Context: an optimization exercise on an open-source flow, tuned for small area, a short achievable clock period and few clock cycles per item. The choices shown serve that exercise and are no tape-out recipe.
RTL that was checked went through simulation tests only; none was proved equivalent to the original.
Power and IR drop assume default switching activity.

Setup of the reference run:
==> flow/design.v <==
`timescale 1ns/1ps
module ma_core_ema(clk, upd, ld, in_price, out_avg);
  parameter ALPHA_SH = 4;
  parameter ARCH = 0;
  localparam W = 32 + ALPHA_SH;
  input clk;
  input upd;                
  input ld;                 
  input  [31:0] in_price;
  output [31:0] out_avg;
  reg [31:0] out_avg;
  wire [W-1:0] x_ext = {{ALPHA_SH{in_price[31]}}, in_price};
  wire [W-1:0] x_shl = {in_price, {ALPHA_SH{1'b0}}};
  wire [W-1:0] a_ext = {{ALPHA_SH{out_avg[31]}}, out_avg};
  wire [W-1:0] a_shl = {out_avg, {ALPHA_SH{1'b0}}};
  wire [W-1:0] t;
  wire [W-1:0] opx = ({W{upd}} & x_ext) | ({W{ld}} & x_shl);
  generate
    if (ALPHA_SH == 1) begin : g_two
      wire [W-1:0] opa = ({W{upd}} & a_ext) | ({W{~upd & ~ld}} & a_shl);
      prefix_add #(.W(W), .ARCH(ARCH)) u_add (.a(opx), .b(opa), .ci(1'b0), .s(t));
    end else begin : g_csa
      wire [W-1:0] p = {W{~ld}} & a_shl;
      wire [W-1:0] n = {W{upd}} & ~a_ext;
      wire [W-1:0] s = opx ^ p ^ n;
      wire [W-1:0] c = (opx & p) | (opx & n) | (p & n);
      prefix_add #(.W(W), .ARCH(ARCH)) u_add (.a(s), .b({c[W-2:0], 1'b0}), .ci(upd), .s(t));
    end
  endgenerate
  always @(posedge clk)
    out_avg <= t[W-1:ALPHA_SH];
endmodule
module prefix_add(a, b, ci, s);
  parameter W = 32;
  parameter ARCH = 0;
  localparam L = $clog2(W + 1);
  input  [W-1:0] a, b;
  input          ci;
  output [W-1:0] s;
  reg [W:0] g, p, gn, pn;
  integer k, i, j;
  always @* begin
    g = {a & b, ci};
    p = {a ^ b, 1'b0};
    if (ARCH == 0) begin
      for (k = 0; k < L; k = k + 1) begin
        gn = g; pn = p;
        for (i = 0; i <= W; i = i + 1)
          if ((i >> k) & 1) begin
            j = ((i >> k) << k) - 1;
            gn[i] = g[i] | (p[i] & g[j]);
            pn[i] = p[i] & p[j];
          end
        g = gn; p = pn;
      end
    end else if (ARCH == 1) begin
      for (k = 0; k < L; k = k + 1) begin
        gn = g; pn = p;
        for (i = 1 << k; i <= W; i = i + 1) begin
          gn[i] = g[i] | (p[i] & g[i - (1 << k)]);
          pn[i] = p[i] & p[i - (1 << k)];
        end
        g = gn; p = pn;
      end
    end else if (ARCH == 2) begin
      for (k = 0; k < L; k = k + 1)
        for (i = (2 << k) - 1; i <= W; i = i + (2 << k)) begin
          g[i] = g[i] | (p[i] & g[i - (1 << k)]);
          p[i] = p[i] & p[i - (1 << k)];
        end
      for (k = L - 1; k > 0; k = k - 1)
        for (i = (3 << (k - 1)) - 1; i <= W; i = i + (2 << (k - 1)))
          if (((i + 1) >> (k - 1)) % 2 == 1 && i >= (2 << (k - 1))) begin
            g[i] = g[i] | (p[i] & g[i - (1 << (k - 1))]);
            p[i] = p[i] & p[i - (1 << (k - 1))];
          end
    end else begin
      for (k = 0; k < L; k = k + 1) begin
        gn = g; pn = p;
        for (i = 1; i <= W; i = i + 2)
          if (i >= (1 << k)) begin
            gn[i] = g[i] | (p[i] & g[i - (1 << k)]);
            pn[i] = p[i] & p[i - (1 << k)];
          end
        g = gn; p = pn;
      end
      for (i = 2; i <= W; i = i + 2) begin
        g[i] = g[i] | (p[i] & g[i - 1]);
        p[i] = p[i] & p[i - 1];
      end
    end
  end
  assign s = (a ^ b) ^ g[W-1:0];
endmodule
`timescale 1ns/1ps
module tick_pipeline(
  clk, rst, in_valid, in_price, out_valid, out_signal, fast_dbg, slow_dbg
);
  parameter FAST_ALPHA_SH = 1;
  parameter SLOW_ALPHA_SH = 6;
  input clk;
  input rst;
  input in_valid;
  input  [31:0] in_price;
  output        out_valid;
  output [1:0]  out_signal;
  output [31:0] fast_dbg;
  output [31:0] slow_dbg;
  reg        seeded;
  reg        tick_upd, tick_ld;
  reg [31:0] tick_x;
  wire accept = in_valid & ~rst;
  wire seen   = seeded | tick_upd | tick_ld;
  always @(posedge clk) begin
    tick_upd <= accept & seen;
    tick_ld  <= accept & ~seen;
    tick_x   <= in_price;
    seeded   <= ~rst & seen;
  end
  reg out_valid_r;
  reg [1:0] signal_r;
  wire [31:0] fast_avg, slow_avg;
  ma_core_ema #(.ALPHA_SH(FAST_ALPHA_SH)) u_fast (
    .clk(clk), .upd(tick_upd), .ld(tick_ld),
    .in_price(tick_x), .out_avg(fast_avg)
  );
  ma_core_ema #(.ALPHA_SH(SLOW_ALPHA_SH)) u_slow (
    .clk(clk), .upd(tick_upd), .ld(tick_ld),
    .in_price(tick_x), .out_avg(slow_avg)
  );
  always @(posedge clk) begin
    out_valid_r <= (tick_upd | tick_ld) & ~rst;
    if (!tick_upd)
      signal_r <= 2'b00;
    else if (fast_avg > slow_avg)
      signal_r <= 2'b01;
    else if (fast_avg < slow_avg)
      signal_r <= 2'b11;
    else
      signal_r <= 2'b00;
  end
  assign out_valid  = out_valid_r;
  assign out_signal = signal_r;
  assign fast_dbg   = fast_avg;
  assign slow_dbg   = slow_avg;
endmodule
==> flow/config.mk <==
export PLATFORM = sky130hd
export DESIGN_NAME = tick_pipeline
export DESIGN_NICKNAME = tick_pipeline
export VERILOG_FILES = /design/flow/design.v
export SDC_FILE = /design/flow/constraint.sdc
export NUM_CORES = 4
export LEC_CHECK = 0
export CAP_MARGIN = 20
export CORE_MARGIN = 2
export CORE_UTILIZATION = 40
export SETUP_SLACK_MARGIN = 2.0
export SLEW_MARGIN = 20
==> flow/constraint.sdc <==
create_clock -name core_clock -period 5.5 [get_ports {clk}]
set_input_delay 1.1000 -clock core_clock [delete_from_list [all_inputs] [get_ports {clk}]]
set_output_delay 1.1000 -clock core_clock [all_outputs]
set_load 0.01 [all_outputs]
standard.sh (not shown) runs the stock make flow with config.mk's settings and CLKGATE_MAP_FILE= SYNTH_SCRIPT=/design/flow/synth_recipe.tcl, a recipe that flattens the netlist after the stock synthesis.
==> flow/flow/run.sh <==
#!/bin/bash
set -euo pipefail
bash standard.sh "BUFFER_PORTS_ARGS=-buffer_cell sky130_fd_sc_hd__buf_2" finish > flow.log 2>&1
The reference run: flow completed, timing, DRC and antenna clean
Edits applied to the flow inputs when going from the reference run to the trial run:
diff --git a/flow/design.v b/flow/design.v
--- a/flow/design.v
+++ b/flow/design.v
@@ -1,10 +1,10 @@
 `timescale 1ns/1ps
 module ma_core_ema(clk, upd, ld, in_price, out_avg);
   parameter ALPHA_SH = 4;
-  parameter ARCH = 0;
+  parameter ARCH = 3;
   localparam W = 32 + ALPHA_SH;
   input clk;
   input upd;                
   input ld;                 
   input  [31:0] in_price;
   output [31:0] out_avg;
@@ -29,13 +29,13 @@
   endgenerate
   always @(posedge clk)
     out_avg <= t[W-1:ALPHA_SH];
 endmodule
 module prefix_add(a, b, ci, s);
   parameter W = 32;
-  parameter ARCH = 0;
+  parameter ARCH = 3;
   localparam L = $clog2(W + 1);
   input  [W-1:0] a, b;
   input          ci;
   output [W-1:0] s;
   reg [W:0] g, p, gn, pn;
   integer k, i, j;
Results
The trial run | status: complete | timing, DRC, antenna: pass. In the route summary, the trial run ends up with a via count below that of the reference run. Total power (lower): the trial run. Compared with the reference run, in the trial run worst endpoint required time roughly the same; final wirelength lower; final cycle utilization of the critical path higher; clock skew lower; switching component of the power lower. met1 track demand over resource in global routing in the trial run is 1.2 points below the reference run. Cmp the trial run and the reference run / final area / higher: the reference run. Comparing the trial run and the reference run, the higher pin slew with the least headroom to its limit is on the reference run. The multi-input gate area in the final layout in the trial run is 0.945 times that in the reference run.
Function was not checked in any run of this note: the RTL went through the layout flow alone.


job 3563:
tick_pipeline, a different RTL version from the one above (not shown whole).
Size in the first run: ~100 flip-flops, roughly 100 I/O pins, roughly 8000 um^2 of cells after synthesis.
==> module ma_core_ema, before the edit <==
module ma_core_ema(clk, upd, ld, in_price, out_avg);
  parameter ALPHA_SH = 4;
  localparam W = 32 + ALPHA_SH;
  input clk;
  input upd;                
  input ld;                 
  input  [31:0] in_price;
  output [31:0] out_avg;
  reg [31:0] out_avg;
  wire [W-1:0] x_ext = {{ALPHA_SH{in_price[31]}}, in_price};
  wire [W-1:0] x_shl = {in_price, {ALPHA_SH{1'b0}}};
  wire [W-1:0] a_ext = {{ALPHA_SH{out_avg[31]}}, out_avg};
  wire [W-1:0] a_shl = {out_avg, {ALPHA_SH{1'b0}}};
  wire [W-1:0] t;
  wire [W-1:0] opx = ({W{upd}} & x_ext) | ({W{ld}} & x_shl);
  generate
    if (ALPHA_SH == 1) begin : g_two
      wire [W-1:0] opa = ({W{upd}} & a_ext) | ({W{~upd & ~ld}} & a_shl);
      assign t = opx + opa;
    end else begin : g_csa
      wire [W-1:0] p = {W{~ld}} & a_shl;
      wire [W-1:0] n = {W{upd}} & ~a_ext;
      wire [W-1:0] s = opx ^ p ^ n;
      wire [W-1:0] c = (opx & p) | (opx & n) | (p & n);
      assign t = s + {c[W-2:0], upd};
    end
  endgenerate
  always @(posedge clk)
    out_avg <= t[W-1:ALPHA_SH];
endmodule
==> module tick_pipeline, before the edit <==
module tick_pipeline(
  clk, rst, in_valid, in_price, out_valid, out_signal, fast_dbg, slow_dbg
);
  parameter FAST_ALPHA_SH = 1;
  parameter SLOW_ALPHA_SH = 6;
  input clk;
  input rst;
  input in_valid;
  input  [31:0] in_price;
  output        out_valid;
  output [1:0]  out_signal;
  output [31:0] fast_dbg;
  output [31:0] slow_dbg;
  reg        seeded;
  reg        tick_upd, tick_ld;
  reg [31:0] tick_x;
  wire accept = in_valid & ~rst;
  wire seen   = seeded | tick_upd | tick_ld;
  always @(posedge clk) begin
    tick_upd <= accept & seen;
    tick_ld  <= accept & ~seen;
    tick_x   <= in_price;
    seeded   <= ~rst & seen;
  end
  reg out_valid_r;
  reg [1:0] signal_r;
  wire [31:0] fast_avg, slow_avg;
  ma_core_ema #(.ALPHA_SH(FAST_ALPHA_SH)) u_fast (
    .clk(clk), .upd(tick_upd), .ld(tick_ld),
    .in_price(tick_x), .out_avg(fast_avg)
  );
  ma_core_ema #(.ALPHA_SH(SLOW_ALPHA_SH)) u_slow (
    .clk(clk), .upd(tick_upd), .ld(tick_ld),
    .in_price(tick_x), .out_avg(slow_avg)
  );
  always @(posedge clk) begin
    out_valid_r <= (tick_upd | tick_ld) & ~rst;
    if (!tick_upd)
      signal_r <= 2'b00;
    else if (fast_avg > slow_avg)
      signal_r <= 2'b01;
    else if (fast_avg < slow_avg)
      signal_r <= 2'b11;
    else
      signal_r <= 2'b00;
  end
  assign out_valid  = out_valid_r;
  assign out_signal = signal_r;
  assign fast_dbg   = fast_avg;
  assign slow_dbg   = slow_avg;
endmodule
Settings: LEC_CHECK=0, ABC_CLOCK_PERIOD_IN_PS=3500, CAP_MARGIN=20, CORE_MARGIN=2, CORE_UTILIZATION=40, SETUP_SLACK_MARGIN=1.5, SLEW_MARGIN=20; clock period 5.5 ns.
Scripts as last shown in full above: flow/flow/run.sh
Job 3563 reached the end of the flow, and the finished layout is clean on the timing, design-rule and antenna checks.
Testbench counts of job 3563, summed over its fixed seeds: cycles 32,016, items 32,000.
Edits applied to the flow inputs when going from job 3563 to job 3856:
==> flow/design.v <==
`timescale 1ns/1ps
module ma_core_ema(clk, in_valid, seeded, in_price, out_avg);
  parameter ALPHA_SH = 4;
  localparam W = 32 + ALPHA_SH;
  input clk;
  input in_valid;
  input seeded;
  input  [31:0] in_price;
  output [31:0] out_avg;
  reg [31:0] out_avg;
  wire [W-1:0] x_ext = {{ALPHA_SH{in_price[31]}}, in_price};
  wire [W-1:0] a_ext = {{ALPHA_SH{out_avg[31]}}, out_avg};
  wire [W-1:0] t;
  generate
    if (ALPHA_SH == 1) begin : g_two
      assign t = x_ext + a_ext;
    end else begin : g_csa
      wire [W-1:0] p = {out_avg, {ALPHA_SH{1'b0}}};
      wire [W-1:0] n = ~a_ext;
      wire [W-1:0] s = x_ext ^ p ^ n;
      wire [W-1:0] c = (x_ext & p) | (x_ext & n) | (p & n);
      assign t = s + {c[W-2:0], 1'b1};
    end
  endgenerate
  always @(posedge clk)
    if (in_valid)
      out_avg <= seeded ? t[W-1:ALPHA_SH] : in_price;
endmodule
`timescale 1ns/1ps
module tick_pipeline(
  clk, rst, in_valid, in_price, out_valid, out_signal, fast_dbg, slow_dbg
);
  parameter FAST_ALPHA_SH = 1;
  parameter SLOW_ALPHA_SH = 6;
  input clk;
  input rst;
  input in_valid;
  input  [31:0] in_price;
  output        out_valid;
  output [1:0]  out_signal;
  output [31:0] fast_dbg;
  output [31:0] slow_dbg;
  wire accept = in_valid & ~rst;
  reg seeded;
  reg out_valid_r;
  reg [1:0] signal_r;
  wire [31:0] fast_avg, slow_avg;
  ma_core_ema #(.ALPHA_SH(FAST_ALPHA_SH)) u_fast (
    .clk(clk), .in_valid(accept), .seeded(seeded),
    .in_price(in_price), .out_avg(fast_avg)
  );
  ma_core_ema #(.ALPHA_SH(SLOW_ALPHA_SH)) u_slow (
    .clk(clk), .in_valid(accept), .seeded(seeded),
    .in_price(in_price), .out_avg(slow_avg)
  );
  always @(posedge clk) begin
    out_valid_r <= accept;
    seeded      <= ~rst & (seeded | in_valid);
    if (!seeded)
      signal_r <= 2'b00;
    else if (fast_avg > slow_avg)
      signal_r <= 2'b01;
    else if (fast_avg < slow_avg)
      signal_r <= 2'b11;
    else
      signal_r <= 2'b00;
  end
  assign out_valid  = out_valid_r;
  assign out_signal = signal_r;
  assign fast_dbg   = fast_avg;
  assign slow_dbg   = slow_avg;
endmodule
[summary]
No stage failed in job 3856, and the final checks on the layout all came back clean. Going from job 3563 to job 3856, synthesized cell count decreased by 28 relative to the old numbers, highest ir drop seen on vdd decreased by about 40% relative to the old numbers, routed wire length per instance increased by 7.0% relative to the old numbers, number of stages on the worst hold path increased by 1 relative to the old numbers. On number of global-route vias before repair: between job 3563 and job 3856, it ends up higher for job 3856. Job 3563 and job 3856 ended up with nearly the same sequential-to-total area share from yosys stat. Going from job 3563 to job 3856, wire length up about 5.4%; wire length on met3 up 55%; synthesized area per cell up 0.14 um^2; cell area up about 0.56%; via count up about 0.9%.
Testbench counts of job 3856, summed over its fixed seeds: cycles 32,008, items 32,000.

==> re-timing with driven ports <==
In the flow no input, the clock included, has a driving cell. The finished layouts below were timed again as built, in two steps. Step 1: set_driving_cell puts a clkbuf_16 on clk and a buf_2 on each other input, an assumption about the parent block. Step 2 times the ports against the registers' clock, not the clock port: input delays grow and output delays shrink by t, the midpoint of the rising clock arrivals with the driver on. Slacks: ideal / step 1 / step 2; pairs: ideal / step 1.
run	t (ns)	slack for setup (ns)	worst hold slack (ns)	clock arrival spread, ns	worst register clock-pin slew, ns
the reference run	0.400	2.057 / 2.057 / 2.057	0.424 / 0.424 / 0.424	0.017 / 0.016	0.08 / 0.08
the trial run	0.402	1.859 / 1.859 / 1.859	0.407 / 0.407 / 0.407	0.009 / 0.009	0.07 / 0.07
job 3563	0.396	1.770 / 1.770 / 1.770	0.424 / 0.424 / 0.424	0.010 / 0.009	0.07 / 0.07
job 3856	0.390	1.615 / 1.628 / 1.238	0.741 / 0.741 / 0.741	0.010 / 0.010	0.07 / 0.07
After both steps every run listed still meets setup and hold. The setup slack of job 3856, which loses most, moves by +0.013 ns with the drivers and by -0.377 ns with both steps.
